This design comes from an exercise in tuning for small area, a short achievable clock period and few clock cycles on the open sky130 flow, not from production work.
RTL that was checked went through simulation tests only; none was proved equivalent to the original.

nickel:
==> module Single_Reduction, before the edit <==
module Single_Reduction(sum,page_rank,out_deg,clk,reset,start,new_sum,done);
input [31:0] sum;
input [31:0] page_rank;
input [31:0] out_deg;
input clk;
input reset;
input start;
output reg [31:0] new_sum;
output reg [0:0] done;
localparam S_IDLE = 2'd0, S_ALIGN = 2'd1, S_ITER = 2'd2;
reg [1:0] state;
reg [31:0] rem;      
reg [31:0] dvs;      
reg [31:0] quo;      
reg [3:0] cnt;       
function [4:0] msb32;
	input [31:0] x;
	integer i;
	begin
		msb32 = 5'd0;
		for (i = 0; i < 32; i = i + 1)
			if (x[i]) msb32 = i;
	end
endfunction
wire [4:0] msb_r = msb32(rem);
wire [4:0] msb_d = msb32(dvs);
wire [4:0] shift = (msb_r > msb_d) ? (msb_r - msb_d) : 5'd0;
wire [31:0] dvs_aligned = dvs << {shift[4:1], 1'b0};
wire [33:0] b1 = {2'b00, dvs};
wire [33:0] b2 = {1'b0, dvs, 1'b0};
wire [34:0] d1 = {3'b000, rem} - {1'b0, b1};
wire [34:0] d2 = {3'b000, rem} - {1'b0, b2};
wire [34:0] ca = {3'b000, rem};
wire [34:0] cb = ~{1'b0, b1};
wire [34:0] cc = ~{1'b0, b2};
wire [34:0] cs_s = ca ^ cb ^ cc;
wire [34:0] cs_c = (ca & cb) | (ca & cc) | (cb & cc);
wire [35:0] d3w = {cs_s, 1'b1} + {cs_c[33:0], 1'b1, 1'b1};
wire [34:0] d3 = d3w[35:1];
wire ge1 = ~d1[34];
wire ge2 = ~d2[34];
wire ge3 = ~d3[34];
wire [1:0] digit = ge3 ? 2'd3 : ge2 ? 2'd2 : ge1 ? 2'd1 : 2'd0;
wire [31:0] rem_next = ge3 ? d3[31:0] : ge2 ? d2[31:0] : ge1 ? d1[31:0] : rem;
wire [31:0] quo_next = {quo[29:0], digit};
wire [29:0] hi = new_sum[31:2] + quo[29:0];
wire [2:0] low = {1'b0, new_sum[1:0]} + {1'b0, digit};
reg [29:0] ones;     
integer k;
always @(*)
begin
	ones[0] = 1'b1;
	for (k = 1; k < 30; k = k + 1)
		ones[k] = ones[k-1] & hi[k-1];
end
wire [31:0] sum_last = {hi ^ (ones & {30{low[2]}}), low[1:0]};
always @(posedge clk, negedge reset)
begin
	if (!reset)
	begin
		state <= S_IDLE;
		done <= 1'b0;
	end
	else
	begin
		done <= 1'b0;
		case (state)
		S_IDLE: if (start) state <= S_ALIGN;
		S_ALIGN: state <= S_ITER;
		S_ITER: if (cnt == 4'd0)
		begin
			state <= S_IDLE;
			done <= 1'b1;
		end
		default: state <= S_IDLE;
		endcase
	end
end
always @(posedge clk)
begin
	case (state)
	S_IDLE:
	begin
		rem <= page_rank;
		dvs <= out_deg;
		new_sum <= sum;
	end
	S_ALIGN:
	begin
		dvs <= dvs_aligned;
		quo <= 32'd0;
		cnt <= shift[4:1];
	end
	default:
	begin
		rem <= rem_next;
		dvs <= {2'b00, dvs[31:2]};
		quo <= quo_next;
		cnt <= cnt - 4'd1;
		if (cnt == 4'd0)
			new_sum <= sum_last;
	end
	endcase
end
endmodule
Settings: LEC_CHECK=0, CAP_MARGIN=20, CORE_MARGIN=2, CORE_UTILIZATION=40, SLEW_MARGIN=20; clock period 15.0 ns.
run.sh (not shown) runs the stock make flow with config.mk's settings and CLKGATE_MAP_FILE= SYNTH_SCRIPT=/design/flow/synth_recipe.tcl, a recipe that flattens the netlist after the stock synthesis.
nickel reached the end of the flow, and the finished layout is clean on the timing, design-rule and antenna checks.
diff inputs: nickel => zinc
diff --git a/flow/design.v b/flow/design.v
--- a/flow/design.v
+++ b/flow/design.v
@@ -25,36 +25,18 @@
 wire [4:0] msb_r = msb32(rem);
 wire [4:0] msb_d = msb32(dvs);
 wire [4:0] shift = (msb_r > msb_d) ? (msb_r - msb_d) : 5'd0;
 wire [31:0] dvs_aligned = dvs << {shift[4:1], 1'b0};
-wire [33:0] b1 = {2'b00, dvs};
-wire [33:0] b2 = {1'b0, dvs, 1'b0};
-wire [34:0] d1 = {3'b000, rem} - {1'b0, b1};
-wire [34:0] d2 = {3'b000, rem} - {1'b0, b2};
-wire [34:0] ca = {3'b000, rem};
-wire [34:0] cb = ~{1'b0, b1};
-wire [34:0] cc = ~{1'b0, b2};
-wire [34:0] cs_s = ca ^ cb ^ cc;
-wire [34:0] cs_c = (ca & cb) | (ca & cc) | (cb & cc);
-wire [35:0] d3w = {cs_s, 1'b1} + {cs_c[33:0], 1'b1, 1'b1};
-wire [34:0] d3 = d3w[35:1];
+wire [34:0] r35 = {3'b000, rem};
+wire [34:0] d1 = r35 - {3'b000, dvs};
+wire [34:0] d2 = r35 - {2'b00, dvs, 1'b0};
+wire [34:0] d3 = r35 - {2'b00, dvs, 1'b0} - {3'b000, dvs};
 wire ge1 = ~d1[34];
 wire ge2 = ~d2[34];
 wire ge3 = ~d3[34];
 wire [1:0] digit = ge3 ? 2'd3 : ge2 ? 2'd2 : ge1 ? 2'd1 : 2'd0;
 wire [31:0] rem_next = ge3 ? d3[31:0] : ge2 ? d2[31:0] : ge1 ? d1[31:0] : rem;
 wire [31:0] quo_next = {quo[29:0], digit};
-wire [29:0] hi = new_sum[31:2] + quo[29:0];
-wire [2:0] low = {1'b0, new_sum[1:0]} + {1'b0, digit};
-reg [29:0] ones;     
-integer k;
-always @(*)
-begin
-	ones[0] = 1'b1;
-	for (k = 1; k < 30; k = k + 1)
-		ones[k] = ones[k-1] & hi[k-1];
-end
-wire [31:0] sum_last = {hi ^ (ones & {30{low[2]}}), low[1:0]};
 always @(posedge clk, negedge reset)
 begin
 	if (!reset)
 	begin
@@ -97,9 +79,9 @@
 		dvs <= {2'b00, dvs[31:2]};
 		quo <= quo_next;
 		cnt <= cnt - 4'd1;
 		if (cnt == 4'd0)
-			new_sum <= sum_last;
+			new_sum <= new_sum + quo_next;
 	end
 	endcase
 end
 endmodule
Results
Count of TritonRoute iterations in the first routing pass: nickel vs zinc identical
In zinc, the synthesis-to-finish area growth came out 0.86 points above the value in nickel.
The fraction of the mapped netlist area in simple logic gates number comes out lower for zinc vs nickel.
Standard cell core area shrinks by a little under 10% when moving from nickel to zinc.
Summary of the comparison: global-route total usage across every layer is higher in zinc, relative to nickel.
[compare] base=nickel new=zinc: longest individual stage delay on the worst path saw a decrease; post-layout minimum cycle time higher.
Diff nickel -> zinc: met1 demand-to-capacity share in global routing climbed 5.7 points; total non-filler cell area in the finished layout dropped about 7%; total wire length after detailed routing dropped 2.1 mm.
Testbench counts of zinc, summed over its fixed seeds: cycles 12,771.
The RTL of nickel was laid out without a check of its function.

---

Another version of the RTL of Single_Reduction (not shown whole).
Size in the first run: about 2,000 cells after synthesis, roughly 100 flip-flops, ~130 I/O pins, ~13,000 um2 of cells after synthesis.
==> module div_step, before the edit <==
module div_step(rem, dvs, digit, rem_next);
input [31:0] rem, dvs;
output [1:0] digit;
output [31:0] rem_next;
wire [33:0] b1 = {2'b00, dvs};
wire [33:0] b2 = {1'b0, dvs, 1'b0};
wire [34:0] d1 = {3'b000, rem} - {1'b0, b1};
wire [34:0] d2 = {3'b000, rem} - {1'b0, b2};
wire [34:0] ca = {3'b000, rem};
wire [34:0] cb = ~{1'b0, b1};
wire [34:0] cc = ~{1'b0, b2};
wire [34:0] cs_s = ca ^ cb ^ cc;
wire [34:0] cs_c = (ca & cb) | (ca & cc) | (cb & cc);
wire [35:0] d3w = {cs_s, 1'b1} + {cs_c[33:0], 1'b1, 1'b1};
wire [34:0] d3 = d3w[35:1];
wire ge1 = ~d1[34];
wire ge2 = ~d2[34];
wire ge3 = ~d3[34];
assign digit = ge3 ? 2'd3 : ge2 ? 2'd2 : ge1 ? 2'd1 : 2'd0;
assign rem_next = ge3 ? d3[31:0] : ge2 ? d2[31:0] : ge1 ? d1[31:0] : rem;
endmodule
==> module acc_digit, before the edit <==
module acc_digit(acc, pos, digit, acc_next);
input [31:0] acc;
input [3:0] pos;
input [1:0] digit;
output [31:0] acc_next;
wire [15:0] at = 16'd1 << pos;      
reg [15:0] above;                   
reg [15:0] run;                     
integer k;
always @(*)
begin
	above[0] = 1'b0;
	for (k = 1; k < 16; k = k + 1)
		above[k] = above[k-1] | at[k-1];
	run[0] = 1'b1;
	for (k = 1; k < 16; k = k + 1)
		run[k] = run[k-1] & (~above[k-1] | (acc[2*k-1] & acc[2*k-2]));
end
wire [1:0] pair = acc[2*pos +: 2];
wire [2:0] pair_sum = {1'b0, pair} + {1'b0, digit};
genvar g;
generate
	for (g = 0; g < 16; g = g + 1)
	begin : grp
		wire c = pair_sum[2] & run[g];
		assign acc_next[2*g+1:2*g] = at[g] ? pair_sum[1:0]
			: above[g] ? {acc[2*g+1] ^ (c & acc[2*g]), acc[2*g] ^ c}
			: acc[2*g+1:2*g];
	end
endgenerate
endmodule
==> module Single_Reduction, before the edit <==
module Single_Reduction(sum,page_rank,out_deg,clk,reset,start,new_sum,done);
input [31:0] sum;
input [31:0] page_rank;
input [31:0] out_deg;
input clk;
input reset;
input start;
output reg [31:0] new_sum;
output reg [0:0] done;
localparam S_IDLE = 2'd0, S_ALIGN = 2'd1, S_ITER = 2'd2;
reg [1:0] state;
reg [31:0] rem;      
reg [31:0] dvs;      
reg [3:0] cnt;       
wire [31:0] dvs_aligned;
wire [3:0] digits;
wire [1:0] digit;
wire [31:0] rem_next;
wire [31:0] acc_next;
div_align al(rem, dvs, dvs_aligned, digits);
div_step st(rem, dvs, digit, rem_next);
acc_digit ac(new_sum, cnt, digit, acc_next);
always @(posedge clk, negedge reset)
begin
	if (!reset)
	begin
		state <= S_IDLE;
		done <= 1'b0;
	end
	else
	begin
		done <= 1'b0;
		case (state)
		S_IDLE: if (start) state <= S_ALIGN;
		S_ALIGN: state <= S_ITER;
		S_ITER: if (cnt == 4'd0)
		begin
			state <= S_IDLE;
			done <= 1'b1;
		end
		default: state <= S_IDLE;
		endcase
	end
end
always @(posedge clk)
begin
	case (state)
	S_IDLE:
	begin
		rem <= page_rank;
		dvs <= out_deg;
		new_sum <= sum;
	end
	S_ALIGN:
	begin
		dvs <= dvs_aligned;
		cnt <= digits;
	end
	default:
	begin
		rem <= rem_next;
		dvs <= {2'b00, dvs[31:2]};
		new_sum <= acc_next;
		cnt <= cnt - 4'd1;
	end
	endcase
end
endmodule
==> flow/config.mk <==
export PLATFORM = sky130hd
export DESIGN_NAME = Single_Reduction
export DESIGN_NICKNAME = Single_Reduction
export VERILOG_FILES = /design/flow/design.v
export SDC_FILE = /design/flow/constraint.sdc
export NUM_CORES = 4
export LEC_CHECK = 0
export ABC_AREA = 1
export CAP_MARGIN = 20
export CORE_MARGIN = 2
export CORE_UTILIZATION = 40
export SLEW_MARGIN = 20
==> flow/constraint.sdc <==
create_clock -name core_clock -period 15.0 [get_ports {clk}]
set_input_delay 3.0000 -clock core_clock [delete_from_list [all_inputs] [get_ports {clk}]]
set_output_delay 3.0000 -clock core_clock [all_outputs]
set_load 0.01 [all_outputs]
standard.sh (not shown) runs the stock make flow with config.mk's settings and CLKGATE_MAP_FILE= SYNTH_SCRIPT=/design/flow/synth_recipe.tcl, a recipe that flattens the netlist after the stock synthesis.
==> flow/flow/run.sh <==
#!/bin/bash
# Layout flow: the standard flow (standard.sh), with the standard synthesis unchanged, and two
# changes to the layout steps:
#  - the port buffers are sky130_fd_sc_hd__buf_2 (the default pick is a slow delay buffer);
#  - repair_timing works to a setup slack margin, so that it sizes and buffers the critical
#    paths although the 15 ns clock leaves them slack. The SDC and clock period are unchanged.
# Each step's full output goes to a log of its own here; ORFS keeps per-stage logs under orfs/logs.
set -uo pipefail
MARGIN=10
bash standard.sh synth > synth.log 2>&1 || exit 1
bash standard.sh BUFFER_PORTS_ARGS="-buffer_cell sky130_fd_sc_hd__buf_2" SETUP_SLACK_MARGIN=$MARGIN finish > layout.log 2>&1 || exit 1
Rerun with:
--- a/flow/design.v
+++ b/flow/design.v
@@ -19,11 +19,12 @@
 wire [4:0] shift = (msb_r > msb_d) ? (msb_r - msb_d) : 5'd0;
 assign dvs_aligned = dvs << {shift[4:1], 1'b0};
 assign digits = shift[4:1];
 endmodule
-module div_step(rem, dvs, digit, rem_next);
+module div_step(rem, dvs, ge, rem_next);
 input [31:0] rem, dvs;
-output [1:0] digit;
+output [2:0] ge;                     
+wire [1:0] digit;
 output [31:0] rem_next;
 wire [33:0] b1 = {2'b00, dvs};
 wire [33:0] b2 = {1'b0, dvs, 1'b0};
 wire [34:0] d1 = {3'b000, rem} - {1'b0, b1};
@@ -38,14 +39,15 @@
 wire ge1 = ~d1[34];
 wire ge2 = ~d2[34];
 wire ge3 = ~d3[34];
 assign digit = ge3 ? 2'd3 : ge2 ? 2'd2 : ge1 ? 2'd1 : 2'd0;
+assign ge = {ge3, ge2, ge1};
 assign rem_next = ge3 ? d3[31:0] : ge2 ? d2[31:0] : ge1 ? d1[31:0] : rem;
 endmodule
-module acc_digit(acc, pos, digit, acc_next);
+module acc_digit(acc, pos, ge1, ge2, ge3, acc_next);
 input [31:0] acc;
 input [3:0] pos;
-input [1:0] digit;
+input ge1, ge2, ge3;
 output [31:0] acc_next;
 wire [15:0] at = 16'd1 << pos;      
 reg [15:0] above;                   
 reg [15:0] run;                     
@@ -59,17 +61,20 @@
 	for (k = 1; k < 16; k = k + 1)
 		run[k] = run[k-1] & (~above[k-1] | (acc[2*k-1] & acc[2*k-2]));
 end
 wire [1:0] pair = acc[2*pos +: 2];
-wire [2:0] pair_sum = {1'b0, pair} + {1'b0, digit};
+wire cout = (ge1 & pair[1] & pair[0]) | (ge2 & pair[1]) | (ge3 & (pair[1] | pair[0]));
+wire odd = ge1 & ~ge2 | ge3;
+wire lo = pair[0] ? ~odd : odd;
+wire hi_flip = ge2 ? ~(odd & pair[0]) : (odd & pair[0]);
+wire hi = pair[1] ? ~hi_flip : hi_flip;
 genvar g;
 generate
 	for (g = 0; g < 16; g = g + 1)
 	begin : grp
-		wire c = pair_sum[2] & run[g];
-		assign acc_next[2*g+1:2*g] = at[g] ? pair_sum[1:0]
-			: above[g] ? {acc[2*g+1] ^ (c & acc[2*g]), acc[2*g] ^ c}
-			: acc[2*g+1:2*g];
+		wire c = cout & run[g] & above[g];
+		assign acc_next[2*g]   = at[g] ? lo : (c ? ~acc[2*g] : acc[2*g]);
+		assign acc_next[2*g+1] = at[g] ? hi : ((c & acc[2*g]) ? ~acc[2*g+1] : acc[2*g+1]);
 	end
 endgenerate
 endmodule
 module Single_Reduction(sum,page_rank,out_deg,clk,reset,start,new_sum,done);
@@ -87,14 +92,14 @@
 reg [31:0] dvs;      
 reg [3:0] cnt;       
 wire [31:0] dvs_aligned;
 wire [3:0] digits;
-wire [1:0] digit;
+wire [2:0] ge;
 wire [31:0] rem_next;
 wire [31:0] acc_next;
 div_align al(rem, dvs, dvs_aligned, digits);
-div_step st(rem, dvs, digit, rem_next);
-acc_digit ac(new_sum, cnt, digit, acc_next);
+div_step st(rem, dvs, ge, rem_next);
+acc_digit ac(new_sum, cnt, ge[0], ge[1], ge[2], acc_next);
 always @(posedge clk, negedge reset)
 begin
 	if (!reset)
 	begin
Sequential share of layout area is higher by 1.1 points.
Via count fell by 2.7%.
Final area came out lower by 6.7%.
Register-to-register slack gets better by 0.09 ns.
Wire length shrinks by 7.7%.
Non-clock buffer count decreases by 39.
Maximum frequency came out higher by 1.9%.
Cell count drops by 2.1%.
Global-route usage drops by 0.58 points.
Synthesized area shrinks by 2.7%.
Worst setup slack improves by 0.091 ns.
Testbench counts after the change, summed over its fixed seeds: cycles 12,771.
Only the layout flow was run in the first run of this note; the RTL was not checked for function there.

[static timing again, ports no longer ideal]
In the flow no input, the clock included, has a driving cell. The finished layouts below were timed again as built, in two steps. Step 1, drivers: a clkbuf_16 drives clk and a buf_2 each remaining input, both assumed. Step 2 times the ports against the registers' clock, not the clock port: input delays grow and output delays shrink by t, the midpoint of the rising clock arrivals with the driver on. Slacks: ideal / step 1 / step 2; pairs: ideal / step 1.
run	t (ns)	slack for setup (ns)	worst hold slack (ns)	clock arrival spread, ns
nickel	0.491	7.308 / 7.308 / 7.308	0.496 / 0.496 / 0.496	0.014 / 0.014
zinc	0.504	6.458 / 6.458 / 6.458	0.540 / 0.540 / 0.540	0.021 / 0.021
the first run of note 2	0.435	10.206 / 10.206 / 10.206	0.533 / 0.533 / 0.533	0.016 / 0.016
the second run of note 2	0.434	10.298 / 10.298 / 10.298	0.530 / 0.530 / 0.530	0.010 / 0.010
After both steps every run listed still meets setup and hold.
